What follows belongs to an exercise in optimizing a design on an open flow for small area and a short achievable clock period; a production flow would make more cautious choices.
Function was checked by simulation only, so behaviour that the tests miss may differ from the original.
No activity file was given, so power comes from the tool's default toggle rates.

$ cat design/flow/config.mk
export PLATFORM = sky130hd
export DESIGN_NAME = fpga_top
export DESIGN_NICKNAME = fpga_top
export VERILOG_FILES = /design/flow/design.v
export SDC_FILE = /design/flow/constraint.sdc
export NUM_CORES = 4
export LEC_CHECK = 0
export CAP_MARGIN = 20
export CORE_MARGIN = 2
export CORE_UTILIZATION = 40
export SLEW_MARGIN = 20
$ cat design/flow/constraint.sdc
create_clock -name core_clock -period 10.0 [get_ports {clk}]
set_input_delay 2.0000 -clock core_clock [delete_from_list [all_inputs] [get_ports {clk}]]
set_output_delay 2.0000 -clock core_clock [all_outputs]
set_load 0.01 [all_outputs]
$ cat design/flow/design.v
module fpga_top (clk, rstn, addr, we, dx, dw, dt, out);
  input clk;
  input we;
  input [255:0] dx;
  input [255:0] dw;
  input [15:0] dt;
  input [2:0] addr;
  input rstn;
  output out;
  wire [255:0] mm = dx ^ dw;
  wire s1, c2;
  wire s3, c4;
  wire s5, c6;
  wire s7, c8;
  wire s9, c10;
  wire s11, c12;
  wire s13, c14;
  wire s15, c16;
  wire s17, c18;
  wire s19, c20;
  wire s21, c22;
  wire s23, c24;
  wire s25, c26;
  wire s27, c28;
  wire s29, c30;
  wire s31, c32;
  wire s33, c34;
  wire s35, c36;
  wire s37, c38;
  wire s39, c40;
  wire s41, c42;
  wire s43, c44;
  wire s45, c46;
  wire s47, c48;
  wire s49, c50;
  wire s51, c52;
  wire s53, c54;
  wire s55, c56;
  wire s57, c58;
  wire s59, c60;
  wire s61, c62;
  wire s63, c64;
  wire s65, c66;
  wire s67, c68;
  wire s69, c70;
  wire s71, c72;
  wire s73, c74;
  wire s75, c76;
  wire s77, c78;
  wire s79, c80;
  wire s81, c82;
  wire s83, c84;
  wire s85, c86;
  wire s87, c88;
  wire s89, c90;
  wire s91, c92;
  wire s93, c94;
  wire s95, c96;
  wire s97, c98;
  wire s99, c100;
  wire s101, c102;
  wire s103, c104;
  wire s105, c106;
  wire s107, c108;
  wire s109, c110;
  wire s111, c112;
  wire s113, c114;
  wire s115, c116;
  wire s117, c118;
  wire s119, c120;
  wire s121, c122;
  wire s123, c124;
  wire s125, c126;
  wire s127, c128;
  wire s129, c130;
  wire s131, c132;
  wire s133, c134;
  wire s135, c136;
  wire s137, c138;
  wire s139, c140;
  wire s141, c142;
  wire s143, c144;
  wire s145, c146;
  wire s147, c148;
  wire s149, c150;
  wire s151, c152;
  wire s153, c154;
  wire s155, c156;
  wire s157, c158;
  wire s159, c160;
  wire s161, c162;
  wire s163, c164;
  wire s165, c166;
  wire s167, c168;
  wire s169, c170;
  wire s171, c172;
  wire s173, c174;
  wire s175, c176;
  wire s177, c178;
  wire s179, c180;
  wire s181, c182;
  wire s183, c184;
  wire s185, c186;
  wire s187, c188;
  wire s189, c190;
  wire s191, c192;
  wire s193, c194;
  wire s195, c196;
  wire s197, c198;
  wire s199, c200;
  wire s201, c202;
  wire s203, c204;
  wire s205, c206;
  wire s207, c208;
  wire s209, c210;
  wire s211, c212;
  wire s213, c214;
  wire s215, c216;
  wire s217, c218;
  wire s219, c220;
  wire s221, c222;
  wire s223, c224;
  wire s225, c226;
  wire s227, c228;
  wire s229, c230;
  wire s231, c232;
  wire s233, c234;
  wire s235, c236;
  wire s237, c238;
  wire s239, c240;
  wire s241, c242;
  wire s243, c244;
  wire s245, c246;
  wire s247, c248;
  wire s249, c250;
  wire s251, c252;
  wire s253, c254;
  wire s255, c256;
  wire s257, c258;
  wire s259, c260;
  wire s261, c262;
  wire s263, c264;
  wire s265, c266;
  wire s267, c268;
  wire s269, c270;
  wire s271, c272;
  wire s273, c274;
  wire s275, c276;
  wire s277, c278;
  wire s279, c280;
  wire s281, c282;
  wire s283, c284;
  reg [114:0] p1;
  wire s285, c286;
  wire s287, c288;
  wire s289, c290;
  wire s291, c292;
  wire s293, c294;
  wire s295, c296;
  wire s297, c298;
  wire s299, c300;
  wire s301, c302;
  wire s303, c304;
  wire s305, c306;
  wire s307, c308;
  wire s309, c310;
  wire s311, c312;
  wire s313, c314;
  wire s315, c316;
  wire s317, c318;
  wire s319, c320;
  wire s321, c322;
  wire s323, c324;
  wire s325, c326;
  wire s327, c328;
  wire s329, c330;
  wire s331, c332;
  wire s333, c334;
  wire s335, c336;
  wire s337, c338;
  wire s339, c340;
  wire s341, c342;
  wire s343, c344;
  wire s345, c346;
  wire s347, c348;
  wire s349, c350;
  wire s351, c352;
  wire s353, c354;
  wire s355, c356;
  wire s357, c358;
  wire s359, c360;
  wire s361, c362;
  wire s363, c364;
  wire s365, c366;
  wire s367, c368;
  wire s369, c370;
  wire s371, c372;
  wire s373, c374;
  wire s375, c376;
  wire s377, c378;
  wire s379, c380;
  wire s381, c382;
  wire s383, c384;
  wire s385, c386;
  wire s387, c388;
  wire s389, c390;
  wire s391, c392;
  wire s393, c394;
  wire s395, c396;
  wire s397, c398;
  wire s399, c400;
  wire s401, c402;
  wire s403, c404;
  wire s405, c406;
  wire s407, c408;
  wire s409, c410;
  wire s411, c412;
  wire s413, c414;
  wire s415, c416;
  wire s417, c418;
  wire s419, c420;
  wire s421, c422;
  wire s423, c424;
  wire s425, c426;
  wire s427, c428;
  wire s429, c430;
  wire s431, c432;
  wire s433, c434;
  wire s435, c436;
  wire s437, c438;
  wire s439, c440;
  wire s441, c442;
  wire s443, c444;
  wire s445, c446;
  wire s447, c448;
  wire s449, c450;
  wire s451, c452;
  wire s453, c454;
  wire s455, c456;
  wire s457, c458;
  wire s459, c460;
  wire s461, c462;
  wire s463, c464;
  wire s465, c466;
  wire s467, c468;
  wire s469, c470;
  wire s471, c472;
  wire s473, c474;
  wire s475, c476;
  wire s477, c478;
  wire s479, c480;
  wire s481, c482;
  wire s483, c484;
  wire s485, c486;
  reg [19:0] p2;
  wire s487, c488;
  wire s489, c490;
  wire s491, c492;
  wire s493, c494;
  wire s495, c496;
  wire s497, c498;
  wire s499, c500;
  wire s501, c502;
  reg [8:0] p3;
  reg [15:0] wt1;
  reg wv1; reg [2:0] wa1;
  reg wv2; reg [2:0] wa2;
  reg wv3; reg [2:0] wa3;
  assign s1 = mm[0] ^ mm[1] ^ mm[2];
  assign c2 = (mm[0] & mm[1]) | (mm[0] & mm[2]) | (mm[1] & mm[2]);
  assign s3 = mm[3] ^ mm[4] ^ mm[5];
  assign c4 = (mm[3] & mm[4]) | (mm[3] & mm[5]) | (mm[4] & mm[5]);
  assign s5 = mm[6] ^ mm[7] ^ mm[8];
  assign c6 = (mm[6] & mm[7]) | (mm[6] & mm[8]) | (mm[7] & mm[8]);
  assign s7 = mm[9] ^ mm[10] ^ mm[11];
  assign c8 = (mm[9] & mm[10]) | (mm[9] & mm[11]) | (mm[10] & mm[11]);
  assign s9 = mm[12] ^ mm[13] ^ mm[14];
  assign c10 = (mm[12] & mm[13]) | (mm[12] & mm[14]) | (mm[13] & mm[14]);
  assign s11 = mm[15] ^ mm[16] ^ mm[17];
  assign c12 = (mm[15] & mm[16]) | (mm[15] & mm[17]) | (mm[16] & mm[17]);
  assign s13 = mm[18] ^ mm[19] ^ mm[20];
  assign c14 = (mm[18] & mm[19]) | (mm[18] & mm[20]) | (mm[19] & mm[20]);
  assign s15 = mm[21] ^ mm[22] ^ mm[23];
  assign c16 = (mm[21] & mm[22]) | (mm[21] & mm[23]) | (mm[22] & mm[23]);
  assign s17 = mm[24] ^ mm[25] ^ mm[26];
  assign c18 = (mm[24] & mm[25]) | (mm[24] & mm[26]) | (mm[25] & mm[26]);
  assign s19 = mm[27] ^ mm[28] ^ mm[29];
  assign c20 = (mm[27] & mm[28]) | (mm[27] & mm[29]) | (mm[28] & mm[29]);
  assign s21 = mm[30] ^ mm[31] ^ mm[32];
  assign c22 = (mm[30] & mm[31]) | (mm[30] & mm[32]) | (mm[31] & mm[32]);
  assign s23 = mm[33] ^ mm[34] ^ mm[35];
  assign c24 = (mm[33] & mm[34]) | (mm[33] & mm[35]) | (mm[34] & mm[35]);
  assign s25 = mm[36] ^ mm[37] ^ mm[38];
  assign c26 = (mm[36] & mm[37]) | (mm[36] & mm[38]) | (mm[37] & mm[38]);
  assign s27 = mm[39] ^ mm[40] ^ mm[41];
  assign c28 = (mm[39] & mm[40]) | (mm[39] & mm[41]) | (mm[40] & mm[41]);
  assign s29 = mm[42] ^ mm[43] ^ mm[44];
  assign c30 = (mm[42] & mm[43]) | (mm[42] & mm[44]) | (mm[43] & mm[44]);
  assign s31 = mm[45] ^ mm[46] ^ mm[47];
  assign c32 = (mm[45] & mm[46]) | (mm[45] & mm[47]) | (mm[46] & mm[47]);
  assign s33 = mm[48] ^ mm[49] ^ mm[50];
  assign c34 = (mm[48] & mm[49]) | (mm[48] & mm[50]) | (mm[49] & mm[50]);
  assign s35 = mm[51] ^ mm[52] ^ mm[53];
  assign c36 = (mm[51] & mm[52]) | (mm[51] & mm[53]) | (mm[52] & mm[53]);
  assign s37 = mm[54] ^ mm[55] ^ mm[56];
  assign c38 = (mm[54] & mm[55]) | (mm[54] & mm[56]) | (mm[55] & mm[56]);
  assign s39 = mm[57] ^ mm[58] ^ mm[59];
  assign c40 = (mm[57] & mm[58]) | (mm[57] & mm[59]) | (mm[58] & mm[59]);
  assign s41 = mm[60] ^ mm[61] ^ mm[62];
  assign c42 = (mm[60] & mm[61]) | (mm[60] & mm[62]) | (mm[61] & mm[62]);
  assign s43 = mm[63] ^ mm[64] ^ mm[65];
  assign c44 = (mm[63] & mm[64]) | (mm[63] & mm[65]) | (mm[64] & mm[65]);
  assign s45 = mm[66] ^ mm[67] ^ mm[68];
  assign c46 = (mm[66] & mm[67]) | (mm[66] & mm[68]) | (mm[67] & mm[68]);
  assign s47 = mm[69] ^ mm[70] ^ mm[71];
  assign c48 = (mm[69] & mm[70]) | (mm[69] & mm[71]) | (mm[70] & mm[71]);
  assign s49 = mm[72] ^ mm[73] ^ mm[74];
  assign c50 = (mm[72] & mm[73]) | (mm[72] & mm[74]) | (mm[73] & mm[74]);
  assign s51 = mm[75] ^ mm[76] ^ mm[77];
  assign c52 = (mm[75] & mm[76]) | (mm[75] & mm[77]) | (mm[76] & mm[77]);
  assign s53 = mm[78] ^ mm[79] ^ mm[80];
  assign c54 = (mm[78] & mm[79]) | (mm[78] & mm[80]) | (mm[79] & mm[80]);
  assign s55 = mm[81] ^ mm[82] ^ mm[83];
  assign c56 = (mm[81] & mm[82]) | (mm[81] & mm[83]) | (mm[82] & mm[83]);
  assign s57 = mm[84] ^ mm[85] ^ mm[86];
  assign c58 = (mm[84] & mm[85]) | (mm[84] & mm[86]) | (mm[85] & mm[86]);
  assign s59 = mm[87] ^ mm[88] ^ mm[89];
  assign c60 = (mm[87] & mm[88]) | (mm[87] & mm[89]) | (mm[88] & mm[89]);
  assign s61 = mm[90] ^ mm[91] ^ mm[92];
  assign c62 = (mm[90] & mm[91]) | (mm[90] & mm[92]) | (mm[91] & mm[92]);
  assign s63 = mm[93] ^ mm[94] ^ mm[95];
  assign c64 = (mm[93] & mm[94]) | (mm[93] & mm[95]) | (mm[94] & mm[95]);
  assign s65 = mm[96] ^ mm[97] ^ mm[98];
  assign c66 = (mm[96] & mm[97]) | (mm[96] & mm[98]) | (mm[97] & mm[98]);
  assign s67 = mm[99] ^ mm[100] ^ mm[101];
  assign c68 = (mm[99] & mm[100]) | (mm[99] & mm[101]) | (mm[100] & mm[101]);
  assign s69 = mm[102] ^ mm[103] ^ mm[104];
  assign c70 = (mm[102] & mm[103]) | (mm[102] & mm[104]) | (mm[103] & mm[104]);
  assign s71 = mm[105] ^ mm[106] ^ mm[107];
  assign c72 = (mm[105] & mm[106]) | (mm[105] & mm[107]) | (mm[106] & mm[107]);
  assign s73 = mm[108] ^ mm[109] ^ mm[110];
  assign c74 = (mm[108] & mm[109]) | (mm[108] & mm[110]) | (mm[109] & mm[110]);
  assign s75 = mm[111] ^ mm[112] ^ mm[113];
  assign c76 = (mm[111] & mm[112]) | (mm[111] & mm[113]) | (mm[112] & mm[113]);
  assign s77 = mm[114] ^ mm[115] ^ mm[116];
  assign c78 = (mm[114] & mm[115]) | (mm[114] & mm[116]) | (mm[115] & mm[116]);
  assign s79 = mm[117] ^ mm[118] ^ mm[119];
  assign c80 = (mm[117] & mm[118]) | (mm[117] & mm[119]) | (mm[118] & mm[119]);
  assign s81 = mm[120] ^ mm[121] ^ mm[122];
  assign c82 = (mm[120] & mm[121]) | (mm[120] & mm[122]) | (mm[121] & mm[122]);
  assign s83 = mm[123] ^ mm[124] ^ mm[125];
  assign c84 = (mm[123] & mm[124]) | (mm[123] & mm[125]) | (mm[124] & mm[125]);
  assign s85 = mm[126] ^ mm[127] ^ mm[128];
  assign c86 = (mm[126] & mm[127]) | (mm[126] & mm[128]) | (mm[127] & mm[128]);
  assign s87 = mm[129] ^ mm[130] ^ mm[131];
  assign c88 = (mm[129] & mm[130]) | (mm[129] & mm[131]) | (mm[130] & mm[131]);
  assign s89 = mm[132] ^ mm[133] ^ mm[134];
  assign c90 = (mm[132] & mm[133]) | (mm[132] & mm[134]) | (mm[133] & mm[134]);
  assign s91 = mm[135] ^ mm[136] ^ mm[137];
  assign c92 = (mm[135] & mm[136]) | (mm[135] & mm[137]) | (mm[136] & mm[137]);
  assign s93 = mm[138] ^ mm[139] ^ mm[140];
  assign c94 = (mm[138] & mm[139]) | (mm[138] & mm[140]) | (mm[139] & mm[140]);
  assign s95 = mm[141] ^ mm[142] ^ mm[143];
  assign c96 = (mm[141] & mm[142]) | (mm[141] & mm[143]) | (mm[142] & mm[143]);
  assign s97 = mm[144] ^ mm[145] ^ mm[146];
  assign c98 = (mm[144] & mm[145]) | (mm[144] & mm[146]) | (mm[145] & mm[146]);
  assign s99 = mm[147] ^ mm[148] ^ mm[149];
  assign c100 = (mm[147] & mm[148]) | (mm[147] & mm[149]) | (mm[148] & mm[149]);
  assign s101 = mm[150] ^ mm[151] ^ mm[152];
  assign c102 = (mm[150] & mm[151]) | (mm[150] & mm[152]) | (mm[151] & mm[152]);
  assign s103 = mm[153] ^ mm[154] ^ mm[155];
  assign c104 = (mm[153] & mm[154]) | (mm[153] & mm[155]) | (mm[154] & mm[155]);
  assign s105 = mm[156] ^ mm[157] ^ mm[158];
  assign c106 = (mm[156] & mm[157]) | (mm[156] & mm[158]) | (mm[157] & mm[158]);
  assign s107 = mm[159] ^ mm[160] ^ mm[161];
  assign c108 = (mm[159] & mm[160]) | (mm[159] & mm[161]) | (mm[160] & mm[161]);
  assign s109 = mm[162] ^ mm[163] ^ mm[164];
  assign c110 = (mm[162] & mm[163]) | (mm[162] & mm[164]) | (mm[163] & mm[164]);
  assign s111 = mm[165] ^ mm[166] ^ mm[167];
  assign c112 = (mm[165] & mm[166]) | (mm[165] & mm[167]) | (mm[166] & mm[167]);
  assign s113 = mm[168] ^ mm[169] ^ mm[170];
  assign c114 = (mm[168] & mm[169]) | (mm[168] & mm[170]) | (mm[169] & mm[170]);
  assign s115 = mm[171] ^ mm[172] ^ mm[173];
  assign c116 = (mm[171] & mm[172]) | (mm[171] & mm[173]) | (mm[172] & mm[173]);
  assign s117 = mm[174] ^ mm[175] ^ mm[176];
  assign c118 = (mm[174] & mm[175]) | (mm[174] & mm[176]) | (mm[175] & mm[176]);
  assign s119 = mm[177] ^ mm[178] ^ mm[179];
  assign c120 = (mm[177] & mm[178]) | (mm[177] & mm[179]) | (mm[178] & mm[179]);
  assign s121 = mm[180] ^ mm[181] ^ mm[182];
  assign c122 = (mm[180] & mm[181]) | (mm[180] & mm[182]) | (mm[181] & mm[182]);
  assign s123 = mm[183] ^ mm[184] ^ mm[185];
  assign c124 = (mm[183] & mm[184]) | (mm[183] & mm[185]) | (mm[184] & mm[185]);
  assign s125 = mm[186] ^ mm[187] ^ mm[188];
  assign c126 = (mm[186] & mm[187]) | (mm[186] & mm[188]) | (mm[187] & mm[188]);
  assign s127 = mm[189] ^ mm[190] ^ mm[191];
  assign c128 = (mm[189] & mm[190]) | (mm[189] & mm[191]) | (mm[190] & mm[191]);
  assign s129 = mm[192] ^ mm[193] ^ mm[194];
  assign c130 = (mm[192] & mm[193]) | (mm[192] & mm[194]) | (mm[193] & mm[194]);
  assign s131 = mm[195] ^ mm[196] ^ mm[197];
  assign c132 = (mm[195] & mm[196]) | (mm[195] & mm[197]) | (mm[196] & mm[197]);
  assign s133 = mm[198] ^ mm[199] ^ mm[200];
  assign c134 = (mm[198] & mm[199]) | (mm[198] & mm[200]) | (mm[199] & mm[200]);
  assign s135 = mm[201] ^ mm[202] ^ mm[203];
  assign c136 = (mm[201] & mm[202]) | (mm[201] & mm[203]) | (mm[202] & mm[203]);
  assign s137 = mm[204] ^ mm[205] ^ mm[206];
  assign c138 = (mm[204] & mm[205]) | (mm[204] & mm[206]) | (mm[205] & mm[206]);
  assign s139 = mm[207] ^ mm[208] ^ mm[209];
  assign c140 = (mm[207] & mm[208]) | (mm[207] & mm[209]) | (mm[208] & mm[209]);
  assign s141 = mm[210] ^ mm[211] ^ mm[212];
  assign c142 = (mm[210] & mm[211]) | (mm[210] & mm[212]) | (mm[211] & mm[212]);
  assign s143 = mm[213] ^ mm[214] ^ mm[215];
  assign c144 = (mm[213] & mm[214]) | (mm[213] & mm[215]) | (mm[214] & mm[215]);
  assign s145 = mm[216] ^ mm[217] ^ mm[218];
  assign c146 = (mm[216] & mm[217]) | (mm[216] & mm[218]) | (mm[217] & mm[218]);
  assign s147 = mm[219] ^ mm[220] ^ mm[221];
  assign c148 = (mm[219] & mm[220]) | (mm[219] & mm[221]) | (mm[220] & mm[221]);
  assign s149 = mm[222] ^ mm[223] ^ mm[224];
  assign c150 = (mm[222] & mm[223]) | (mm[222] & mm[224]) | (mm[223] & mm[224]);
  assign s151 = mm[225] ^ mm[226] ^ mm[227];
  assign c152 = (mm[225] & mm[226]) | (mm[225] & mm[227]) | (mm[226] & mm[227]);
  assign s153 = mm[228] ^ mm[229] ^ mm[230];
  assign c154 = (mm[228] & mm[229]) | (mm[228] & mm[230]) | (mm[229] & mm[230]);
  assign s155 = mm[231] ^ mm[232] ^ mm[233];
  assign c156 = (mm[231] & mm[232]) | (mm[231] & mm[233]) | (mm[232] & mm[233]);
  assign s157 = mm[234] ^ mm[235] ^ mm[236];
  assign c158 = (mm[234] & mm[235]) | (mm[234] & mm[236]) | (mm[235] & mm[236]);
  assign s159 = mm[237] ^ mm[238] ^ mm[239];
  assign c160 = (mm[237] & mm[238]) | (mm[237] & mm[239]) | (mm[238] & mm[239]);
  assign s161 = mm[240] ^ mm[241] ^ mm[242];
  assign c162 = (mm[240] & mm[241]) | (mm[240] & mm[242]) | (mm[241] & mm[242]);
  assign s163 = mm[243] ^ mm[244] ^ mm[245];
  assign c164 = (mm[243] & mm[244]) | (mm[243] & mm[245]) | (mm[244] & mm[245]);
  assign s165 = mm[246] ^ mm[247] ^ mm[248];
  assign c166 = (mm[246] & mm[247]) | (mm[246] & mm[248]) | (mm[247] & mm[248]);
  assign s167 = mm[249] ^ mm[250] ^ mm[251];
  assign c168 = (mm[249] & mm[250]) | (mm[249] & mm[251]) | (mm[250] & mm[251]);
  assign s169 = mm[252] ^ mm[253] ^ mm[254];
  assign c170 = (mm[252] & mm[253]) | (mm[252] & mm[254]) | (mm[253] & mm[254]);
  assign s171 = s1 ^ s3 ^ s5;
  assign c172 = (s1 & s3) | (s1 & s5) | (s3 & s5);
  assign s173 = s7 ^ s9 ^ s11;
  assign c174 = (s7 & s9) | (s7 & s11) | (s9 & s11);
  assign s175 = s13 ^ s15 ^ s17;
  assign c176 = (s13 & s15) | (s13 & s17) | (s15 & s17);
  assign s177 = s19 ^ s21 ^ s23;
  assign c178 = (s19 & s21) | (s19 & s23) | (s21 & s23);
  assign s179 = s25 ^ s27 ^ s29;
  assign c180 = (s25 & s27) | (s25 & s29) | (s27 & s29);
  assign s181 = s31 ^ s33 ^ s35;
  assign c182 = (s31 & s33) | (s31 & s35) | (s33 & s35);
  assign s183 = s37 ^ s39 ^ s41;
  assign c184 = (s37 & s39) | (s37 & s41) | (s39 & s41);
  assign s185 = s43 ^ s45 ^ s47;
  assign c186 = (s43 & s45) | (s43 & s47) | (s45 & s47);
  assign s187 = s49 ^ s51 ^ s53;
  assign c188 = (s49 & s51) | (s49 & s53) | (s51 & s53);
  assign s189 = s55 ^ s57 ^ s59;
  assign c190 = (s55 & s57) | (s55 & s59) | (s57 & s59);
  assign s191 = s61 ^ s63 ^ s65;
  assign c192 = (s61 & s63) | (s61 & s65) | (s63 & s65);
  assign s193 = s67 ^ s69 ^ s71;
  assign c194 = (s67 & s69) | (s67 & s71) | (s69 & s71);
  assign s195 = s73 ^ s75 ^ s77;
  assign c196 = (s73 & s75) | (s73 & s77) | (s75 & s77);
  assign s197 = s79 ^ s81 ^ s83;
  assign c198 = (s79 & s81) | (s79 & s83) | (s81 & s83);
  assign s199 = s85 ^ s87 ^ s89;
  assign c200 = (s85 & s87) | (s85 & s89) | (s87 & s89);
  assign s201 = s91 ^ s93 ^ s95;
  assign c202 = (s91 & s93) | (s91 & s95) | (s93 & s95);
  assign s203 = s97 ^ s99 ^ s101;
  assign c204 = (s97 & s99) | (s97 & s101) | (s99 & s101);
  assign s205 = s103 ^ s105 ^ s107;
  assign c206 = (s103 & s105) | (s103 & s107) | (s105 & s107);
  assign s207 = s109 ^ s111 ^ s113;
  assign c208 = (s109 & s111) | (s109 & s113) | (s111 & s113);
  assign s209 = s115 ^ s117 ^ s119;
  assign c210 = (s115 & s117) | (s115 & s119) | (s117 & s119);
  assign s211 = s121 ^ s123 ^ s125;
  assign c212 = (s121 & s123) | (s121 & s125) | (s123 & s125);
  assign s213 = s127 ^ s129 ^ s131;
  assign c214 = (s127 & s129) | (s127 & s131) | (s129 & s131);
  assign s215 = s133 ^ s135 ^ s137;
  assign c216 = (s133 & s135) | (s133 & s137) | (s135 & s137);
  assign s217 = s139 ^ s141 ^ s143;
  assign c218 = (s139 & s141) | (s139 & s143) | (s141 & s143);
  assign s219 = s145 ^ s147 ^ s149;
  assign c220 = (s145 & s147) | (s145 & s149) | (s147 & s149);
  assign s221 = s151 ^ s153 ^ s155;
  assign c222 = (s151 & s153) | (s151 & s155) | (s153 & s155);
  assign s223 = s157 ^ s159 ^ s161;
  assign c224 = (s157 & s159) | (s157 & s161) | (s159 & s161);
  assign s225 = s163 ^ s165 ^ s167;
  assign c226 = (s163 & s165) | (s163 & s167) | (s165 & s167);
  assign s227 = s169 ^ mm[255];
  assign c228 = s169 & mm[255];
  assign s229 = c2 ^ c4 ^ c6;
  assign c230 = (c2 & c4) | (c2 & c6) | (c4 & c6);
  assign s231 = c8 ^ c10 ^ c12;
  assign c232 = (c8 & c10) | (c8 & c12) | (c10 & c12);
  assign s233 = c14 ^ c16 ^ c18;
  assign c234 = (c14 & c16) | (c14 & c18) | (c16 & c18);
  assign s235 = c20 ^ c22 ^ c24;
  assign c236 = (c20 & c22) | (c20 & c24) | (c22 & c24);
  assign s237 = c26 ^ c28 ^ c30;
  assign c238 = (c26 & c28) | (c26 & c30) | (c28 & c30);
  assign s239 = c32 ^ c34 ^ c36;
  assign c240 = (c32 & c34) | (c32 & c36) | (c34 & c36);
  assign s241 = c38 ^ c40 ^ c42;
  assign c242 = (c38 & c40) | (c38 & c42) | (c40 & c42);
  assign s243 = c44 ^ c46 ^ c48;
  assign c244 = (c44 & c46) | (c44 & c48) | (c46 & c48);
  assign s245 = c50 ^ c52 ^ c54;
  assign c246 = (c50 & c52) | (c50 & c54) | (c52 & c54);
  assign s247 = c56 ^ c58 ^ c60;
  assign c248 = (c56 & c58) | (c56 & c60) | (c58 & c60);
  assign s249 = c62 ^ c64 ^ c66;
  assign c250 = (c62 & c64) | (c62 & c66) | (c64 & c66);
  assign s251 = c68 ^ c70 ^ c72;
  assign c252 = (c68 & c70) | (c68 & c72) | (c70 & c72);
  assign s253 = c74 ^ c76 ^ c78;
  assign c254 = (c74 & c76) | (c74 & c78) | (c76 & c78);
  assign s255 = c80 ^ c82 ^ c84;
  assign c256 = (c80 & c82) | (c80 & c84) | (c82 & c84);
  assign s257 = c86 ^ c88 ^ c90;
  assign c258 = (c86 & c88) | (c86 & c90) | (c88 & c90);
  assign s259 = c92 ^ c94 ^ c96;
  assign c260 = (c92 & c94) | (c92 & c96) | (c94 & c96);
  assign s261 = c98 ^ c100 ^ c102;
  assign c262 = (c98 & c100) | (c98 & c102) | (c100 & c102);
  assign s263 = c104 ^ c106 ^ c108;
  assign c264 = (c104 & c106) | (c104 & c108) | (c106 & c108);
  assign s265 = c110 ^ c112 ^ c114;
  assign c266 = (c110 & c112) | (c110 & c114) | (c112 & c114);
  assign s267 = c116 ^ c118 ^ c120;
  assign c268 = (c116 & c118) | (c116 & c120) | (c118 & c120);
  assign s269 = c122 ^ c124 ^ c126;
  assign c270 = (c122 & c124) | (c122 & c126) | (c124 & c126);
  assign s271 = c128 ^ c130 ^ c132;
  assign c272 = (c128 & c130) | (c128 & c132) | (c130 & c132);
  assign s273 = c134 ^ c136 ^ c138;
  assign c274 = (c134 & c136) | (c134 & c138) | (c136 & c138);
  assign s275 = c140 ^ c142 ^ c144;
  assign c276 = (c140 & c142) | (c140 & c144) | (c142 & c144);
  assign s277 = c146 ^ c148 ^ c150;
  assign c278 = (c146 & c148) | (c146 & c150) | (c148 & c150);
  assign s279 = c152 ^ c154 ^ c156;
  assign c280 = (c152 & c154) | (c152 & c156) | (c154 & c156);
  assign s281 = c158 ^ c160 ^ c162;
  assign c282 = (c158 & c160) | (c158 & c162) | (c160 & c162);
  assign s283 = c164 ^ c166 ^ c168;
  assign c284 = (c164 & c166) | (c164 & c168) | (c166 & c168);
  assign s285 = p1[0] ^ p1[1] ^ p1[2];
  assign c286 = (p1[0] & p1[1]) | (p1[0] & p1[2]) | (p1[1] & p1[2]);
  assign s287 = p1[3] ^ p1[4] ^ p1[5];
  assign c288 = (p1[3] & p1[4]) | (p1[3] & p1[5]) | (p1[4] & p1[5]);
  assign s289 = p1[6] ^ p1[7] ^ p1[8];
  assign c290 = (p1[6] & p1[7]) | (p1[6] & p1[8]) | (p1[7] & p1[8]);
  assign s291 = p1[9] ^ p1[10] ^ p1[11];
  assign c292 = (p1[9] & p1[10]) | (p1[9] & p1[11]) | (p1[10] & p1[11]);
  assign s293 = p1[12] ^ p1[13] ^ p1[14];
  assign c294 = (p1[12] & p1[13]) | (p1[12] & p1[14]) | (p1[13] & p1[14]);
  assign s295 = p1[15] ^ p1[16] ^ p1[17];
  assign c296 = (p1[15] & p1[16]) | (p1[15] & p1[17]) | (p1[16] & p1[17]);
  assign s297 = p1[18] ^ p1[19] ^ p1[20];
  assign c298 = (p1[18] & p1[19]) | (p1[18] & p1[20]) | (p1[19] & p1[20]);
  assign s299 = p1[21] ^ p1[22] ^ p1[23];
  assign c300 = (p1[21] & p1[22]) | (p1[21] & p1[23]) | (p1[22] & p1[23]);
  assign s301 = p1[24] ^ p1[25] ^ p1[26];
  assign c302 = (p1[24] & p1[25]) | (p1[24] & p1[26]) | (p1[25] & p1[26]);
  assign s303 = p1[27] ^ p1[28];
  assign c304 = p1[27] & p1[28];
  assign s305 = p1[29] ^ p1[30] ^ p1[31];
  assign c306 = (p1[29] & p1[30]) | (p1[29] & p1[31]) | (p1[30] & p1[31]);
  assign s307 = p1[32] ^ p1[33] ^ p1[34];
  assign c308 = (p1[32] & p1[33]) | (p1[32] & p1[34]) | (p1[33] & p1[34]);
  assign s309 = p1[35] ^ p1[36] ^ p1[37];
  assign c310 = (p1[35] & p1[36]) | (p1[35] & p1[37]) | (p1[36] & p1[37]);
  assign s311 = p1[38] ^ p1[39] ^ p1[40];
  assign c312 = (p1[38] & p1[39]) | (p1[38] & p1[40]) | (p1[39] & p1[40]);
  assign s313 = p1[41] ^ p1[42] ^ p1[43];
  assign c314 = (p1[41] & p1[42]) | (p1[41] & p1[43]) | (p1[42] & p1[43]);
  assign s315 = p1[44] ^ p1[45] ^ p1[46];
  assign c316 = (p1[44] & p1[45]) | (p1[44] & p1[46]) | (p1[45] & p1[46]);
  assign s317 = p1[47] ^ p1[48] ^ p1[49];
  assign c318 = (p1[47] & p1[48]) | (p1[47] & p1[49]) | (p1[48] & p1[49]);
  assign s319 = p1[50] ^ p1[51] ^ p1[52];
  assign c320 = (p1[50] & p1[51]) | (p1[50] & p1[52]) | (p1[51] & p1[52]);
  assign s321 = p1[53] ^ p1[54] ^ p1[55];
  assign c322 = (p1[53] & p1[54]) | (p1[53] & p1[55]) | (p1[54] & p1[55]);
  assign s323 = p1[56] ^ p1[57] ^ p1[58];
  assign c324 = (p1[56] & p1[57]) | (p1[56] & p1[58]) | (p1[57] & p1[58]);
  assign s325 = p1[59] ^ p1[60] ^ p1[61];
  assign c326 = (p1[59] & p1[60]) | (p1[59] & p1[61]) | (p1[60] & p1[61]);
  assign s327 = p1[62] ^ p1[63] ^ p1[64];
  assign c328 = (p1[62] & p1[63]) | (p1[62] & p1[64]) | (p1[63] & p1[64]);
  assign s329 = p1[65] ^ p1[66] ^ p1[67];
  assign c330 = (p1[65] & p1[66]) | (p1[65] & p1[67]) | (p1[66] & p1[67]);
  assign s331 = p1[68] ^ p1[69] ^ p1[70];
  assign c332 = (p1[68] & p1[69]) | (p1[68] & p1[70]) | (p1[69] & p1[70]);
  assign s333 = p1[71] ^ p1[72] ^ p1[73];
  assign c334 = (p1[71] & p1[72]) | (p1[71] & p1[73]) | (p1[72] & p1[73]);
  assign s335 = p1[74] ^ p1[75] ^ p1[76];
  assign c336 = (p1[74] & p1[75]) | (p1[74] & p1[76]) | (p1[75] & p1[76]);
  assign s337 = p1[77] ^ p1[78] ^ p1[79];
  assign c338 = (p1[77] & p1[78]) | (p1[77] & p1[79]) | (p1[78] & p1[79]);
  assign s339 = p1[80] ^ p1[81] ^ p1[82];
  assign c340 = (p1[80] & p1[81]) | (p1[80] & p1[82]) | (p1[81] & p1[82]);
  assign s341 = p1[83] ^ p1[84] ^ p1[85];
  assign c342 = (p1[83] & p1[84]) | (p1[83] & p1[85]) | (p1[84] & p1[85]);
  assign s343 = p1[87] ^ p1[88] ^ p1[89];
  assign c344 = (p1[87] & p1[88]) | (p1[87] & p1[89]) | (p1[88] & p1[89]);
  assign s345 = p1[90] ^ p1[91] ^ p1[92];
  assign c346 = (p1[90] & p1[91]) | (p1[90] & p1[92]) | (p1[91] & p1[92]);
  assign s347 = p1[93] ^ p1[94] ^ p1[95];
  assign c348 = (p1[93] & p1[94]) | (p1[93] & p1[95]) | (p1[94] & p1[95]);
  assign s349 = p1[96] ^ p1[97] ^ p1[98];
  assign c350 = (p1[96] & p1[97]) | (p1[96] & p1[98]) | (p1[97] & p1[98]);
  assign s351 = p1[99] ^ p1[100] ^ p1[101];
  assign c352 = (p1[99] & p1[100]) | (p1[99] & p1[101]) | (p1[100] & p1[101]);
  assign s353 = p1[102] ^ p1[103] ^ p1[104];
  assign c354 = (p1[102] & p1[103]) | (p1[102] & p1[104]) | (p1[103] & p1[104]);
  assign s355 = p1[105] ^ p1[106] ^ p1[107];
  assign c356 = (p1[105] & p1[106]) | (p1[105] & p1[107]) | (p1[106] & p1[107]);
  assign s357 = p1[108] ^ p1[109] ^ p1[110];
  assign c358 = (p1[108] & p1[109]) | (p1[108] & p1[110]) | (p1[109] & p1[110]);
  assign s359 = p1[111] ^ p1[112] ^ p1[113];
  assign c360 = (p1[111] & p1[112]) | (p1[111] & p1[113]) | (p1[112] & p1[113]);
  assign s361 = s285 ^ s287 ^ s289;
  assign c362 = (s285 & s287) | (s285 & s289) | (s287 & s289);
  assign s363 = s291 ^ s293 ^ s295;
  assign c364 = (s291 & s293) | (s291 & s295) | (s293 & s295);
  assign s365 = s297 ^ s299 ^ s301;
  assign c366 = (s297 & s299) | (s297 & s301) | (s299 & s301);
  assign s367 = c286 ^ c288 ^ c290;
  assign c368 = (c286 & c288) | (c286 & c290) | (c288 & c290);
  assign s369 = c292 ^ c294 ^ c296;
  assign c370 = (c292 & c294) | (c292 & c296) | (c294 & c296);
  assign s371 = c298 ^ c300 ^ c302;
  assign c372 = (c298 & c300) | (c298 & c302) | (c300 & c302);
  assign s373 = c304 ^ s305 ^ s307;
  assign c374 = (c304 & s305) | (c304 & s307) | (s305 & s307);
  assign s375 = s309 ^ s311 ^ s313;
  assign c376 = (s309 & s311) | (s309 & s313) | (s311 & s313);
  assign s377 = s315 ^ s317 ^ s319;
  assign c378 = (s315 & s317) | (s315 & s319) | (s317 & s319);
  assign s379 = s321 ^ s323 ^ s325;
  assign c380 = (s321 & s323) | (s321 & s325) | (s323 & s325);
  assign s381 = s327 ^ s329 ^ s331;
  assign c382 = (s327 & s329) | (s327 & s331) | (s329 & s331);
  assign s383 = s333 ^ s335 ^ s337;
  assign c384 = (s333 & s335) | (s333 & s337) | (s335 & s337);
  assign s385 = s339 ^ s341 ^ p1[86];
  assign c386 = (s339 & s341) | (s339 & p1[86]) | (s341 & p1[86]);
  assign s387 = c306 ^ c308 ^ c310;
  assign c388 = (c306 & c308) | (c306 & c310) | (c308 & c310);
  assign s389 = c312 ^ c314 ^ c316;
  assign c390 = (c312 & c314) | (c312 & c316) | (c314 & c316);
  assign s391 = c318 ^ c320 ^ c322;
  assign c392 = (c318 & c320) | (c318 & c322) | (c320 & c322);
  assign s393 = c324 ^ c326 ^ c328;
  assign c394 = (c324 & c326) | (c324 & c328) | (c326 & c328);
  assign s395 = c330 ^ c332 ^ c334;
  assign c396 = (c330 & c332) | (c330 & c334) | (c332 & c334);
  assign s397 = c336 ^ c338 ^ c340;
  assign c398 = (c336 & c338) | (c336 & c340) | (c338 & c340);
  assign s399 = c342 ^ s343 ^ s345;
  assign c400 = (c342 & s343) | (c342 & s345) | (s343 & s345);
  assign s401 = s347 ^ s349 ^ s351;
  assign c402 = (s347 & s349) | (s347 & s351) | (s349 & s351);
  assign s403 = s353 ^ s355 ^ s357;
  assign c404 = (s353 & s355) | (s353 & s357) | (s355 & s357);
  assign s405 = s359 ^ p1[114];
  assign c406 = s359 & p1[114];
  assign s407 = c344 ^ c346 ^ c348;
  assign c408 = (c344 & c346) | (c344 & c348) | (c346 & c348);
  assign s409 = c350 ^ c352 ^ c354;
  assign c410 = (c350 & c352) | (c350 & c354) | (c352 & c354);
  assign s411 = c356 ^ c358 ^ c360;
  assign c412 = (c356 & c358) | (c356 & c360) | (c358 & c360);
  assign s413 = s361 ^ s363 ^ s365;
  assign c414 = (s361 & s363) | (s361 & s365) | (s363 & s365);
  assign s415 = c362 ^ c364 ^ c366;
  assign c416 = (c362 & c364) | (c362 & c366) | (c364 & c366);
  assign s417 = s367 ^ s369 ^ s371;
  assign c418 = (s367 & s369) | (s367 & s371) | (s369 & s371);
  assign s419 = s373 ^ s375 ^ s377;
  assign c420 = (s373 & s375) | (s373 & s377) | (s375 & s377);
  assign s421 = s379 ^ s381 ^ s383;
  assign c422 = (s379 & s381) | (s379 & s383) | (s381 & s383);
  assign s423 = c368 ^ c370 ^ c372;
  assign c424 = (c368 & c370) | (c368 & c372) | (c370 & c372);
  assign s425 = c374 ^ c376 ^ c378;
  assign c426 = (c374 & c376) | (c374 & c378) | (c376 & c378);
  assign s427 = c380 ^ c382 ^ c384;
  assign c428 = (c380 & c382) | (c380 & c384) | (c382 & c384);
  assign s429 = c386 ^ s387 ^ s389;
  assign c430 = (c386 & s387) | (c386 & s389) | (s387 & s389);
  assign s431 = s391 ^ s393 ^ s395;
  assign c432 = (s391 & s393) | (s391 & s395) | (s393 & s395);
  assign s433 = s397 ^ s399 ^ s401;
  assign c434 = (s397 & s399) | (s397 & s401) | (s399 & s401);
  assign s435 = s403 ^ s405;
  assign c436 = s403 & s405;
  assign s437 = c388 ^ c390 ^ c392;
  assign c438 = (c388 & c390) | (c388 & c392) | (c390 & c392);
  assign s439 = c394 ^ c396 ^ c398;
  assign c440 = (c394 & c396) | (c394 & c398) | (c396 & c398);
  assign s441 = c400 ^ c402 ^ c404;
  assign c442 = (c400 & c402) | (c400 & c404) | (c402 & c404);
  assign s443 = c406 ^ s407 ^ s409;
  assign c444 = (c406 & s407) | (c406 & s409) | (s407 & s409);
  assign s445 = c408 ^ c410 ^ c412;
  assign c446 = (c408 & c410) | (c408 & c412) | (c410 & c412);
  assign s447 = c414 ^ s415 ^ s417;
  assign c448 = (c414 & s415) | (c414 & s417) | (s415 & s417);
  assign s449 = s419 ^ s421 ^ s385;
  assign c450 = (s419 & s421) | (s419 & s385) | (s421 & s385);
  assign s451 = c416 ^ c418 ^ c420;
  assign c452 = (c416 & c418) | (c416 & c420) | (c418 & c420);
  assign s453 = c422 ^ s423 ^ s425;
  assign c454 = (c422 & s423) | (c422 & s425) | (s423 & s425);
  assign s455 = s427 ^ s429 ^ s431;
  assign c456 = (s427 & s429) | (s427 & s431) | (s429 & s431);
  assign s457 = s433 ^ s435;
  assign c458 = s433 & s435;
  assign s459 = c424 ^ c426 ^ c428;
  assign c460 = (c424 & c426) | (c424 & c428) | (c426 & c428);
  assign s461 = c430 ^ c432 ^ c434;
  assign c462 = (c430 & c432) | (c430 & c434) | (c432 & c434);
  assign s463 = c436 ^ s437 ^ s439;
  assign c464 = (c436 & s437) | (c436 & s439) | (s437 & s439);
  assign s465 = s441 ^ s443 ^ s411;
  assign c466 = (s441 & s443) | (s441 & s411) | (s443 & s411);
  assign s467 = c438 ^ c440 ^ c442;
  assign c468 = (c438 & c440) | (c438 & c442) | (c440 & c442);
  assign s469 = c444 ^ s445;
  assign c470 = c444 & s445;
  assign s471 = c448 ^ c450 ^ s451;
  assign c472 = (c448 & c450) | (c448 & s451) | (c450 & s451);
  assign s473 = s453 ^ s455 ^ s457;
  assign c474 = (s453 & s455) | (s453 & s457) | (s455 & s457);
  assign s475 = c452 ^ c454 ^ c456;
  assign c476 = (c452 & c454) | (c452 & c456) | (c454 & c456);
  assign s477 = c458 ^ s459 ^ s461;
  assign c478 = (c458 & s459) | (c458 & s461) | (s459 & s461);
  assign s479 = s463 ^ s465;
  assign c480 = s463 & s465;
  assign s481 = c460 ^ c462 ^ c464;
  assign c482 = (c460 & c462) | (c460 & c464) | (c462 & c464);
  assign s483 = c466 ^ s467 ^ s469;
  assign c484 = (c466 & s467) | (c466 & s469) | (s467 & s469);
  assign s485 = c468 ^ c470 ^ c446;
  assign c486 = (c468 & c470) | (c468 & c446) | (c470 & c446);
  assign s487 = p2[6] ^ p2[7] ^ p2[8];
  assign c488 = (p2[6] & p2[7]) | (p2[6] & p2[8]) | (p2[7] & p2[8]);
  assign s489 = p2[9] ^ p2[10];
  assign c490 = p2[9] & p2[10];
  assign s491 = p2[11] ^ p2[12] ^ p2[13];
  assign c492 = (p2[11] & p2[12]) | (p2[11] & p2[13]) | (p2[12] & p2[13]);
  assign s493 = p2[14] ^ p2[15];
  assign c494 = p2[14] & p2[15];
  assign s495 = p2[16] ^ p2[17] ^ p2[18];
  assign c496 = (p2[16] & p2[17]) | (p2[16] & p2[18]) | (p2[17] & p2[18]);
  assign s497 = c488 ^ c490 ^ s491;
  assign c498 = (c488 & c490) | (c488 & s491) | (c490 & s491);
  assign s499 = c492 ^ c494 ^ s495;
  assign c500 = (c492 & c494) | (c492 & s495) | (c494 & s495);
  assign s501 = c500 ^ c496 ^ p2[19];
  assign c502 = (c500 & c496) | (c500 & p2[19]) | (c496 & p2[19]);
  wire [7:0] ra = {c502, s501, c498, s497, s487, p2[4], p2[2], p2[0]};
  wire [7:0] rb = {1'b0, 1'b0, s499, s493, s489, p2[5], p2[3], p2[1]};
  wire [8:0] mcount = ra + rb;
  wire [8:0] pc = 9'd256 - mcount;
  always @(posedge clk) begin
    p1[0] <= s171;
    p1[1] <= s173;
    p1[2] <= s175;
    p1[3] <= s177;
    p1[4] <= s179;
    p1[5] <= s181;
    p1[6] <= s183;
    p1[7] <= s185;
    p1[8] <= s187;
    p1[9] <= s189;
    p1[10] <= s191;
    p1[11] <= s193;
    p1[12] <= s195;
    p1[13] <= s197;
    p1[14] <= s199;
    p1[15] <= s201;
    p1[16] <= s203;
    p1[17] <= s205;
    p1[18] <= s207;
    p1[19] <= s209;
    p1[20] <= s211;
    p1[21] <= s213;
    p1[22] <= s215;
    p1[23] <= s217;
    p1[24] <= s219;
    p1[25] <= s221;
    p1[26] <= s223;
    p1[27] <= s225;
    p1[28] <= s227;
    p1[29] <= c172;
    p1[30] <= c174;
    p1[31] <= c176;
    p1[32] <= c178;
    p1[33] <= c180;
    p1[34] <= c182;
    p1[35] <= c184;
    p1[36] <= c186;
    p1[37] <= c188;
    p1[38] <= c190;
    p1[39] <= c192;
    p1[40] <= c194;
    p1[41] <= c196;
    p1[42] <= c198;
    p1[43] <= c200;
    p1[44] <= c202;
    p1[45] <= c204;
    p1[46] <= c206;
    p1[47] <= c208;
    p1[48] <= c210;
    p1[49] <= c212;
    p1[50] <= c214;
    p1[51] <= c216;
    p1[52] <= c218;
    p1[53] <= c220;
    p1[54] <= c222;
    p1[55] <= c224;
    p1[56] <= c226;
    p1[57] <= c228;
    p1[58] <= s229;
    p1[59] <= s231;
    p1[60] <= s233;
    p1[61] <= s235;
    p1[62] <= s237;
    p1[63] <= s239;
    p1[64] <= s241;
    p1[65] <= s243;
    p1[66] <= s245;
    p1[67] <= s247;
    p1[68] <= s249;
    p1[69] <= s251;
    p1[70] <= s253;
    p1[71] <= s255;
    p1[72] <= s257;
    p1[73] <= s259;
    p1[74] <= s261;
    p1[75] <= s263;
    p1[76] <= s265;
    p1[77] <= s267;
    p1[78] <= s269;
    p1[79] <= s271;
    p1[80] <= s273;
    p1[81] <= s275;
    p1[82] <= s277;
    p1[83] <= s279;
    p1[84] <= s281;
    p1[85] <= s283;
    p1[86] <= c170;
    p1[87] <= c230;
    p1[88] <= c232;
    p1[89] <= c234;
    p1[90] <= c236;
    p1[91] <= c238;
    p1[92] <= c240;
    p1[93] <= c242;
    p1[94] <= c244;
    p1[95] <= c246;
    p1[96] <= c248;
    p1[97] <= c250;
    p1[98] <= c252;
    p1[99] <= c254;
    p1[100] <= c256;
    p1[101] <= c258;
    p1[102] <= c260;
    p1[103] <= c262;
    p1[104] <= c264;
    p1[105] <= c266;
    p1[106] <= c268;
    p1[107] <= c270;
    p1[108] <= c272;
    p1[109] <= c274;
    p1[110] <= c276;
    p1[111] <= c278;
    p1[112] <= c280;
    p1[113] <= c282;
    p1[114] <= c284;
    p2[0] <= s413;
    p2[1] <= s303;
    p2[2] <= s447;
    p2[3] <= s449;
    p2[4] <= s471;
    p2[5] <= s473;
    p2[6] <= c472;
    p2[7] <= c474;
    p2[8] <= s475;
    p2[9] <= s477;
    p2[10] <= s479;
    p2[11] <= c476;
    p2[12] <= c478;
    p2[13] <= c480;
    p2[14] <= s481;
    p2[15] <= s483;
    p2[16] <= c482;
    p2[17] <= c484;
    p2[18] <= s485;
    p2[19] <= c486;
    p3 <= pc;
    wv1 <= we; wa1 <= addr; wt1 <= dt;
    wv2 <= wv1; wa2 <= wa1;
    wv3 <= wv2; wa3 <= wa2;
  end
  reg [8:0]  pmem [0:7];
  reg [15:0] tmem [0:7];
  always @(posedge clk) begin
    if (wv1) tmem[wa1] <= wt1;
    if (wv3) pmem[wa3] <= p3;
  end
  reg [2:0] R;
  reg fresh;
  reg [8:0] XPp;
  reg [15:0] XPt;
  reg [15:0] Sn;
  reg outr;
  wire [15:0] XRt = fresh ? tmem[R] : XPt;
  reg XPpend;
  wire hitP = wv2 && (wa2 == R);
  wire hitF = wv3 && (wa3 == R);
  wire [8:0] XPe = XPpend ? p3 : XPp;
  wire [8:0] XRp = fresh ? (hitF ? p3 : pmem[R]) : XPe;
  always @(posedge clk) XPpend <= fresh && hitP;
  always @(posedge clk) begin
    if (!we) R <= addr;
    fresh <= ~we;
    XPp <= XRp;
    XPt <= XRt;
    if (rstn) begin
      Sn <= 16'd0;
      outr <= 1'b0;
    end else begin
      Sn <= Sn + {7'd0, XPe};
      outr <= Sn > XRt;
    end
  end
  assign out = outr;
endmodule
$ cat design/flow/run.sh
#!/bin/bash
# synth_recipe.tcl (not shown) runs the flow's synth.tcl, then flattens the netlist and writes it again
# the make line also repeats each setting of config.mk as NAME=value (left out here)
make -C /OpenROAD-flow-scripts/flow DESIGN_CONFIG=/design/flow/config.mk WORK_HOME=/design/flow/orfs CLKGATE_MAP_FILE= SYNTH_SCRIPT=/design/flow/synth_recipe.tcl finish
==> results of run 1 <==
## state kept, by name, summed over array words and instances (netlist names), named ones only
signal	count
outr	1
XPp	9
wv1	1
XPpend	1
tmem	128
wt1	16
wa2	3
p1	115
wa1	3
pmem	72
Sn	16
p3	9
fresh	1
wv3	1
p2	20
R	3
XPt	16
wv2	1
wa3	3
## synthesized netlist by cell type (3+ instances only)
cell / count / area, um2
or3_1: 3 / 18.8
nand4_1: 4 / 25.0
nand2_1: 16 / 60.1
mux2_2: 14 / 158
a21boi_0: 4 / 30.0
clkbuf_1: 10 / 37.5
a211oi_1: 6 / 45.0
dfxtp_1: 219 / 4380
xor2_1: 96 / 841
fa_1: 244 / 4880
nor3_1: 18 / 90.1
buf_4: 3 / 22.5
nor2b_1: 10 / 62.6
mux2i_1: 24 / 240
a21o_1: 20 / 150
o21ai_0: 8 / 40.0
nor2_1: 58 / 218
xnor2_1: 175 / 1530
and3_1: 3 / 18.8
o211ai_1: 4 / 30.0
mux4_2: 50 / 1130
nand3_1: 6 / 30.0
ha_1: 47 / 588
a21oi_1: 18 / 90.1
inv_1: 287 / 1080
edfxtp_1: 203 / 6100
a221o_1: 5 / 50.1
buf_2: 5 / 25.0
nand2b_1: 8 / 50.1
## worst max-delay path: stages, from the launching register on
cell	delay [ns]
dfxtp_2	0.79
buf_4	0.65
mux4_2	0.59
mux2i_1	0.25
a21o_1	0.20
ha_1	0.23
and4_1	0.19
a221oi_1	0.27
o21ai_0	0.13
o21a_1	0.21
## stage by stage
stage	setup WS (ns)	power (mW)	utilization	cell area, um2
floorplan	6.72	6.03	-	22200
global placement	5.87	7.66	0.518	28500
detailed placement	5.85	7.72	0.518	28500
CTS	6.20	9.41	0.545	30000
global route	5.96	10.2	0.545	30000
finish	6.31	9.22	0.545	30000
## worst paths after layout
| path | start | end | cells after the start |
|---|---|---|---|
| worst max-delay path | flop | outr | 9 |
| worst min-delay path | wa2[1] | wa3[1] | 0 |
| worst max register to register | flop | outr | 9 |
| worst min register to register | wa2[1] | wa3[1] | 0 |
## per-layer routing
layer  up-vias  GRT usage  wire, um
met5         -          0       128
met4        22     0.0712      1180
met3        89     0.0588      4540
met2       407      0.385     32000
met1      6691      0.307     27700
li1       6262          -         -
## where the power goes
group	internal [mW]	leakage, nW	switching [mW]
registers	2.36	3.69	0.227
logic	2.24	7.59	2.74
clock network	0.953	0.720	0.692
## placed cells by master, fill, tap and decap left out, drive strengths merged, types with 10 or more instances in the layout
cell type | synthesis | layout
nor3 | 18 | 18
clkbuf | 10 | 65
clkdlybuf4s50 | 0 | 534
mux4 | 50 | 50
a21oi | 18 | 18
buf | 13 | 13
nor2b | 10 | 10
clkinv | 1 | 13
edfxtp | 203 | 203
fa | 244 | 244
ha | 47 | 47
inv | 287 | 288
nand2 | 16 | 16
dfxtp | 219 | 219
mux2i | 24 | 24
nor2 | 58 | 58
xnor2 | 175 | 175
mux2 | 14 | 14
xor2 | 96 | 96
a21o | 20 | 20
## logic make-up after synthesis
logic type	Yosys count	synth area share
DFF	422	0.472
AOI/OAI and AO/OA	77	0.0241
adders and majority gates	291	0.247
xor gates and xnor gates	271	0.107
buffers and inverters	311	0.0546
muxes	88	0.0687
and+or+nand+nor	129	0.0269
## area by class of cell
type	instances	area [um2]
fillers	4620	25000
multi-input cells	856	10600
flip-flops and latches	422	10500
repair buffers	547	5440
clock buffers	65	1330
inverters	288	1080
well taps	748	936
clock inverters	17	134
diodes	9	22.5
==> impl_results.md, run 1 <==
- Crit path time final: 3.69 ns
- Detailed Route WL: 65,600 um
- RSZ-0062 raised after global routing: no
- Root Buffer Master: clkbuf_16
- CP max FO: 32
- Slew HR: 0.336
- Iteration-0 DRC count of the detailed router: 607
- CTS Buf Count: 44
- GP Congestion: 0.909
- Fin Clk Skew: 0.0189 ns
- H-tree Lvls: 2
- Outcome: complete, no violations
- Die height: 240 um
- Pre-antenna DRT Iters: 5
- Largest net degree at the start of global routing: 33
- First-pass GRT wire length: 95,000 um
- YS warnings: 1
- Number of cells produced by synthesis: 1,589
- Hold_buf cts: 0
- Period utilization: 0.369
- Final Max Slew Viols: 0
- Main synth FF type: dfxtp_1
- PwrDens: 307 nW/um2
- Peak VDD IR: 425 uV
- CTS resizes: 0
- Critical path endpoint category: flop
- CTS tree: built
- Max_cap viols: 0
- GRT Util Overall: 0.234
- Worst skew pair latency: 0.57 ns
- Initial core utilization: 0.404
- FF-to-FF setup slack: 6.31 ns
- Detailed Place HPWL: 54,800 um
- Asr flop ratio synth: 0
- Netlist cell types: 44
- Worst hold path class: reg2reg
- Remaining antenna violation count: 0
- Peak Freq: 271 MHz
- Number of buffers added for setup after CTS: 0
- Fin nets: 2,984
- I/O Buffers: 534
- Final TNS setup: 0 ns
- Antenna violations before repair: 21
- Syn_nets: 2,414
- Layout cells sized above 1: 0.0747
- Required time worst endpoint: 10.45 ns
- Final setup fails: 0
- Area grow syn2layout: 35.1%
- Sequential fraction of the synthesis area: 0.472
- Fin cells: 2,952
- Vias: 13,500
- Crit start category: flop
- Residual DRC: 0
- Post-DR wirelength/cell: 22.2 um
- Number of global-route vias before repair: 15,000
- Lkg Pwr: 12.0 nW
- Worst-margin pin slew: 0.992 ns
- I/O pins: 535
- Post-synth EDFFs: 203
- Cell row count: 86
- Die ar.: 57,400 um2
- Via density: 4.56
- Placed instance count: 2,860
- Hold WS: 0.367 ns
- Clock Path Buffers: 3
- Crit path DAT: 4.14 ns
- Gr ovfl total: 0
- Endpoints failing hold: 0
- Clock sinks: 422
- Synthesized cell area: 22,200 um2
- CTS clk-pin slew, worst paths: 0.06 ns
- CP Class: reg2reg
- Die Span X: 240 um
- Post-Syn Area per Cell: 14.0 um2
- Register bit total from synthesis: 422
- Core area: 55,000 um2
==> run 2: changes to the inputs <==
==> design/flow/flow/run.sh (new file) <==
#!/bin/bash
# The standard layout (the standard.sh), with the port buffers made of
# sky130_fd_sc_hd__buf_1 instead of the buffer the resizer picks by default.
set -euo pipefail
bash standard.sh "BUFFER_PORTS_ARGS=-buffer_cell sky130_fd_sc_hd__buf_1" finish > standard_flow.log 2>&1
==> design/flow/standard.sh (new file) <==
#!/bin/bash
# synth_recipe.tcl (not shown) runs the flow's synth.tcl, then flattens the netlist and writes it again
# the make line also repeats each setting of config.mk as NAME=value (left out here)
make -C /OpenROAD-flow-scripts/flow DESIGN_CONFIG=/design/flow/config.mk WORK_HOME=/design/flow/orfs CLKGATE_MAP_FILE= SYNTH_SCRIPT=/design/flow/synth_recipe.tcl "${@:-finish}"
removed: design/flow/run.sh
==> run 2 against run 1 <==
Compared with the run above: power up 1.9%; synthesized area unchanged; non-clock buffer count down 3; critical endpoint unchanged; routed wire length down 5.2%; hold slack worse by 0.0019 ns; sequential share of layout area up 4.1 points.
==> impl_results.md, run 2 <==
- Peak Freq: 282 MHz
- Root Buffer Master: clkbuf_16
- Vias: 13,600
- Lkg Pwr: 10.6 nW
- YS warnings: 1
- Worst hold path class: reg2reg
- Sequential fraction of the synthesis area: 0.472
- Netlist cell types: 44
- Detailed Place HPWL: 51,500 um
- Crit-path max cell delay: 0.85 ns
- Peak VDD IR: 393 uV
- Area grow syn2layout: 21.0%
- Switching Power: 3.76 mW
- Slowest-stage cell, CP: dfxtp_2
- Max_cap viols: 0
- Die height: 240 um
- Fin nets: 2,984
- CP max FO: 30
- Layout cells sized above 1: 0.0756
- CP Class: reg2reg
- Number of buffers added for setup after CTS: 0
- Worst skew pair latency: 0.59 ns
- Main synth FF type: dfxtp_1
- R2R cell count: 9
- Clk network pwr share: 0.198
- Post-DR wirelength/cell: 21.1 um
- Slew HR: 0.288
- PwrDens: 350 nW/um2
- Number of flip-flops in the largest register: 128
- Via density: 4.60
- Crit-path cells: buf_4 > mux4_2 > mux2i_1 > a21o_1 > ha_1 > and4_1 > a221oi_1 > o21ai_0 > o21a_1
- Antenna violations before repair: 8
- CTS resizes: 0
- Fin cells: 2,946
- Endpoints failing hold: 0
- Clock sinks: 422
- Final Max Slew Viols: 0
- Fin Clk Skew: 0.0158 ns
- Most flops, register: tmem
- Crit start category: flop
- Largest net degree at the start of global routing: 33
- CTS tree: built
- Register bit total from synthesis: 422
- Count leader, synth: inv_1
- Residual DRC: 0
- Number of cells produced by synthesis: 1,589
- CTS clk-pin slew, worst paths: 0.06 ns
- CTS Buf Count: 47
- Internal: 5.63 mW
- GP Congestion: 0.951
- Crit path DAT: 4.04 ns
- Remaining antenna violation count: 0
- Post-synth EDFFs: 203
- Commonest non-fill, non-tap cells in the layout: buf_1, inv_1, fa_1
- Die Span X: 240 um
- Yosys top cell area share: 0.275
- RR Endpoint: outr
- Worst setup path endpoint: outr
- Synth top area cells: edfxtp_1, fa_1, dfxtp_1
- Pre-antenna DRT Iters: 7
- Final TNS setup: 0 ns
- Number of global-route vias before repair: 14,800
- Worst-margin pin slew: 1.06 ns
- Core area: 55,000 um2
- Critical path endpoint category: flop
- Comb pwr share: 0.527
- H-tree Lvls: 2
- Asr flop ratio synth: 0
- Hold_buf cts: 0
- Gr ovfl total: 0
- I/O pins: 535
- Detailed Route WL: 62,200 um
- Clock Path Buffers: 3
- Area leader, netlist: edfxtp_1
- Outcome: complete, no violations
- Top cells by count, synth: inv_1, fa_1, dfxtp_1
- Initial core utilization: 0.404
- Die ar.: 57,400 um2
- Synthesized cell area: 22,200 um2
- GRT Util Overall: 0.221
- Commonest non-fill, non-tap cell in the layout: buf_1
- Syn_nets: 2,414
- Required time worst endpoint: 10.49 ns
- Placed instance count: 2,857
- Post-Syn Area per Cell: 14.0 um2
- Sw Ratio: 0.401
- Biggest regs: tmem (128), p1 (115), pmem (72)
- Crit path time final: 3.55 ns
- Part of the power in registers: 0.275
- RSZ-0062 raised after global routing: no
- Final setup fails: 0
- Iteration-0 DRC count of the detailed router: 677
- I/O Buffers: 534
- FF-to-FF setup slack: 6.45 ns
- Cell row count: 86
- Hold WS: 0.365 ns
- First-pass GRT wire length: 90,100 um
- Period utilization: 0.355
## run 2: cell counts after synthesis
No cell type changed its count.
## run 2: area by class of cell
type | instances | area [um2]
well taps | 748 | 936
clock inverters | 26 | 390
fillers | 4977 | 28100
diodes | 1 | 2.50
clock buffers | 61 | 1300
inverters | 288 | 1080
multi-input cells | 856 | 10600
repair buffers | 544 | 2100
flip-flops and latches | 422 | 10500
## run 2: kinds of logic (layout without fill, tap and decap cells)
family,count (synthesis),after routing,share of synthesized area
other,0,1,0
flip-flops,422,422,0.472
adder cells (fa/ha/maj),291,291,0.247
multiplexers,88,88,0.0687
AO/OA/AOI/OAI,77,77,0.0241
XOR/XNOR,271,271,0.107
AND/OR/NAND/NOR,129,129,0.0269
buffers and inverters,311,919,0.0546
## run 2: metal layers
metal  GRT usage  vias up  wire, um
li1            -     6261         -
met1       0.297     6778     26600
met2       0.361      430     29500
met3      0.0545       82      4590
met4      0.0532       12      1340
met5           0        -        76
## run 2: worst min path at each step
stage,startpoint,to,depth (start not counted)
3_3_place_gp,wv2,wv3,0
5_1_grt,wv2,wv3,0
2_1_floorplan,wv2,wv3,0
6_report,wv2,wv3,0
4_1_cts,wv2,wv3,0
3_5_place_dp,wv2,wv3,0
## run 2: power groups by stage
stage	clock (mW)	combinational [mW]	sequential, mW
floorplan	0	3.50	2.53
global placement	0	4.88	2.61
detailed placement	0	5.02	2.62
CTS	1.90	5.09	2.59
global route	1.96	5.83	2.63
finish	1.86	4.95	2.58
## run 2: critical path: cells and delay by family, from the launching register on
family | cells | cell delay (ns)
adder cells (fa/ha/maj) | 1 | 0.24
buffers and inverters | 1 | 0.63
AND/OR/NAND/NOR | 1 | 0.21
flip-flops | 1 | 0.85
multiplexers | 2 | 0.75
AO/OA/AOI/OAI | 4 | 0.71
## run 2: stage by stage
step	instance area, um2	utilization	setup WS [ns]	power, mW
final	26900	0.488	6.45	9.39
after detailed placement	25200	0.457	6.23	7.64
after CTS	26800	0.488	6.33	9.58
after floorplan	22200	-	6.72	6.03
after global routing	26900	0.488	6.14	10.4
after global placement	25100	0.457	6.20	7.50
==> run 3: changes to the inputs <==
==> design/flow/flow/run.sh (replaced) <==
#!/bin/bash
# The standard layout (the standard.sh), with port buffers made of
# sky130_fd_sc_hd__buf_1, and timing repair aimed at a 3 ns period.
set -euo pipefail
bash standard.sh "BUFFER_PORTS_ARGS=-buffer_cell sky130_fd_sc_hd__buf_1" SETUP_SLACK_MARGIN=7 finish > standard_flow.log 2>&1
==> run 3 against run 2 <==
Compared with the run above: clock skew is 0.0025 ns higher; largest power group unchanged; die area stayed put; sequential power hardly changed; via count is 0.73% lower; first-iteration DRC count is 8.1% higher; fmax is 13% higher; design area is 5.5% higher; flip-flop and latch count stayed put; still clean on timing, DRC and antenna.
==> impl_results.md, run 3 <==
- Outcome: complete, no violations
- Via density: 4.56
- Number of flip-flops in the largest register: 128
- Clock Path Buffers: 3
- I/O pins: 535
- Internal: 5.73 mW
- Final TNS setup: 0 ns
- Lkg Pwr: 11.0 nW
- CTS Buf Count: 47
- Cell row count: 86
- Fin nets: 2,987
- RR Endpoint: p2[5]
- YS warnings: 1
- Fin Clk Skew: 0.0183 ns
- RSZ-0062 raised after global routing: yes
- Register bit total from synthesis: 422
- Switching Power: 3.74 mW
- Syn_nets: 2,414
- Post-DR wirelength/cell: 20.9 um
- Area leader, netlist: edfxtp_1
- Synthesized cell area: 22,200 um2
- Max_cap viols: 0
- Hold Path Depth: 0
- Synth top area cells: edfxtp_1, fa_1, dfxtp_1
- Crit path DAT: 3.59 ns
- Period utilization: 0.315
- Initial core utilization: 0.404
- Vias: 13,500
- Hold path startpoint: wv2
- WHS Endpoint: wv3
- Die height: 240 um
- Fill cell count: 4,781
- CP Class: in2reg
- Layout cells sized above 1: 0.169
- Overall power: 9.47 mW
- Pre-antenna DRT Iters: 5
- First-pass GRT wire length: 90,400 um
- H-tree Lvls: 2
- Clk network pwr share: 0.189
- Iteration-0 DRC count of the detailed router: 732
- Number of global-route vias before repair: 14,900
- Asr flop ratio synth: 0
- Final setup fails: 0
- Post-route cell area: 28,300 um2
- Required time worst endpoint: 10.45 ns
- Number of cells produced by synthesis: 1,589
- Area grow syn2layout: 27.6%
- PwrDens: 334 nW/um2
- Root Buffer Master: clkbuf_16
- Sequential fraction of the synthesis area: 0.472
- Most flops, register: tmem
- Post-synth EDFFs: 203
- Die ar.: 57,400 um2
- Yosys top cell area share: 0.275
- Crit path time final: 3.15 ns
- FF-to-FF setup slack: 7.01 ns
- Critical R2R Launch: p1[29]
- Antenna violations before repair: 15
- Netlist cell types: 44
- Final Max Slew Viols: 0
- Die Span X: 240 um
- Detailed Place HPWL: 50,600 um
- Slew HR: 0.295
- Hold_buf cts: 0
- Detailed Route WL: 61,700 um
- Crit start category: input port
- Dpl cell area: 26,500 um2
- Remaining antenna violation count: 0
- I/O Buffers: 534
- GRT Util Overall: 0.221
- Clock sinks: 422
- CTS clk-pin slew, worst paths: 0.06 ns
- Gr ovfl total: 0
- GP Congestion: 0.968
- CP max FO: 1
- Sw Ratio: 0.395
- Biggest regs: tmem (128), p1 (115), pmem (72)
- Worst skew pair latency: 0.59 ns
- Peak Freq: 318 MHz
- Count leader, synth: inv_1
- Core area: 55,000 um2
- Endpoints failing hold: 0
- Hold WS: 0.355 ns
- Residual DRC: 0
- Post-Syn Area per Cell: 14.0 um2
- Commonest non-fill, non-tap cells in the layout: buf_1, inv_1, dfxtp_1
- CTS tree: built
- Largest net degree at the start of global routing: 51
- Peak VDD IR: 461 uV
- Worst hold path class: reg2reg
- Worst-margin pin slew: 1.05 ns
- Critical path endpoint category: flop
- Top cells by count, synth: inv_1, fa_1, dfxtp_1
- Comb pwr share: 0.538
- Part of the power in registers: 0.273
- R2R cell count: 9
- Post-Route Utilization: 0.515
- Commonest non-fill, non-tap cell in the layout: buf_1
- Main synth FF type: dfxtp_1
-- run 3: cell counts after synthesis --
No cell type changed its count.
-- run 3: worst max-delay path by stage --
| stage | startpoint | end | slack, ns | cells after the start |
|---|---|---|---|---|
| 4_1_cts | dw[7] | p1[0] | 6.86 | 5 |
| 3_3_place_gp | dx[2] | p1[0] | 6.17 | 4 |
| 5_1_grt | dx[8] | p1[0] | 6.86 | 5 |
| 6_report | dx[8] | p1[0] | 6.85 | 5 |
| 2_1_floorplan | dw[6] | p1[0] | 6.72 | 4 |
| 3_5_place_dp | dx[2] | p1[0] | 6.14 | 4 |
-- run 3: final cells by class --
class                   instances  area (um2)  share of cell area
inverters                     288        1080              0.0383
clock buffers                  63        1310              0.0461
clock inverters                25         327              0.0115
repair buffers                547        2150              0.0760
multi-input cells             856       12000               0.424
flip-flops and latches        422       10500               0.371
well taps                     748         936              0.0330
diodes                          6        15.0            0.000530
-- run 3: worst max-delay path, stage by stage --
cell and delay, ns:
buf_1 0.08, xnor2_1 0.14, fa_1 0.60, clkinvlp_4 0.26
fa_1 0.51
-- run 3: kinds of logic (layout without fill, tap and decap cells) --
kind of cell	count (synthesis)	after routing	synth area share
other	0	6	0
DFF	422	422	0.472
and+or+nand+nor	129	129	0.0269
buffers and inverters	311	923	0.0546
xor gates and xnor gates	271	271	0.107
AOI/OAI and AO/OA	77	77	0.0241
adders and majority gates	291	291	0.247
muxes	88	88	0.0687
-- run 3: power groups by stage --
stage          logic [mW]  clock network (mW)  registers [mW]
5_1_grt              6.07                1.90            2.63
3_5_place_dp         5.02                   0            2.62
2_1_floorplan        3.55                   0            2.53
4_1_cts              5.14                1.83            2.59
6_report             5.09                1.79            2.58
3_3_place_gp         4.93                   0            2.61
-- run 3: per-stage QoR --
stage / std cells / worst slack, ns
6_report: 2955 / 6.85
5_1_grt: 2951 / 6.86
4_1_cts: 2946 / 6.86
3_5_place_dp: 2858 / 6.14
3_3_place_gp: 2858 / 6.17
2_1_floorplan: 1589 / 6.72
-- run 3: repair_timing --
| action | CTS | global route |
|---|---|---|
| setup endpoints to repair | 17 | 19 |
| resized for setup | 35 | 33 |
| pin swaps | 21 | 11 |
| setup buffers | 0 | 1 |
-- run 3: routing by layer --
layer,share of wire,wire [um],vias to the layer above,GRT usage
li1,-,-,6262,-
met4,0.033,2050,16,0.0780
met3,0.064,3950,101,0.0492
met1,0.41,25300,6644,0.287
met5,0.0043,263,-,0.0216
met2,0.49,30100,441,0.364

-- re-timing with driven ports --
The results above use ideal ports. As a check the final layouts listed here were re-extracted and re-timed, cells and wires unchanged.
Step 1 assumes that a clkbuf_16 drives the clock port and a buf_2 every other input.
Step 2 times the ports against the registers' clock, not the clock port: input delays grow and output delays shrink by t, the midpoint of the rising clock arrivals with the driver on.
a / b / c = ideal ports / drivers / drivers and shift; a / b = the first two.
| run | shift t [ns] | setup slack, ns |
|---|---|---|
| run 1 | 0.623 | 6.306 / 6.306 / 5.802 |
| run 2 | 0.643 | 6.450 / 6.450 / 6.191 |
| run 3 | 0.633 | 6.854 / 6.890 / 6.258 |
After both steps setup and hold are still met in every run listed.
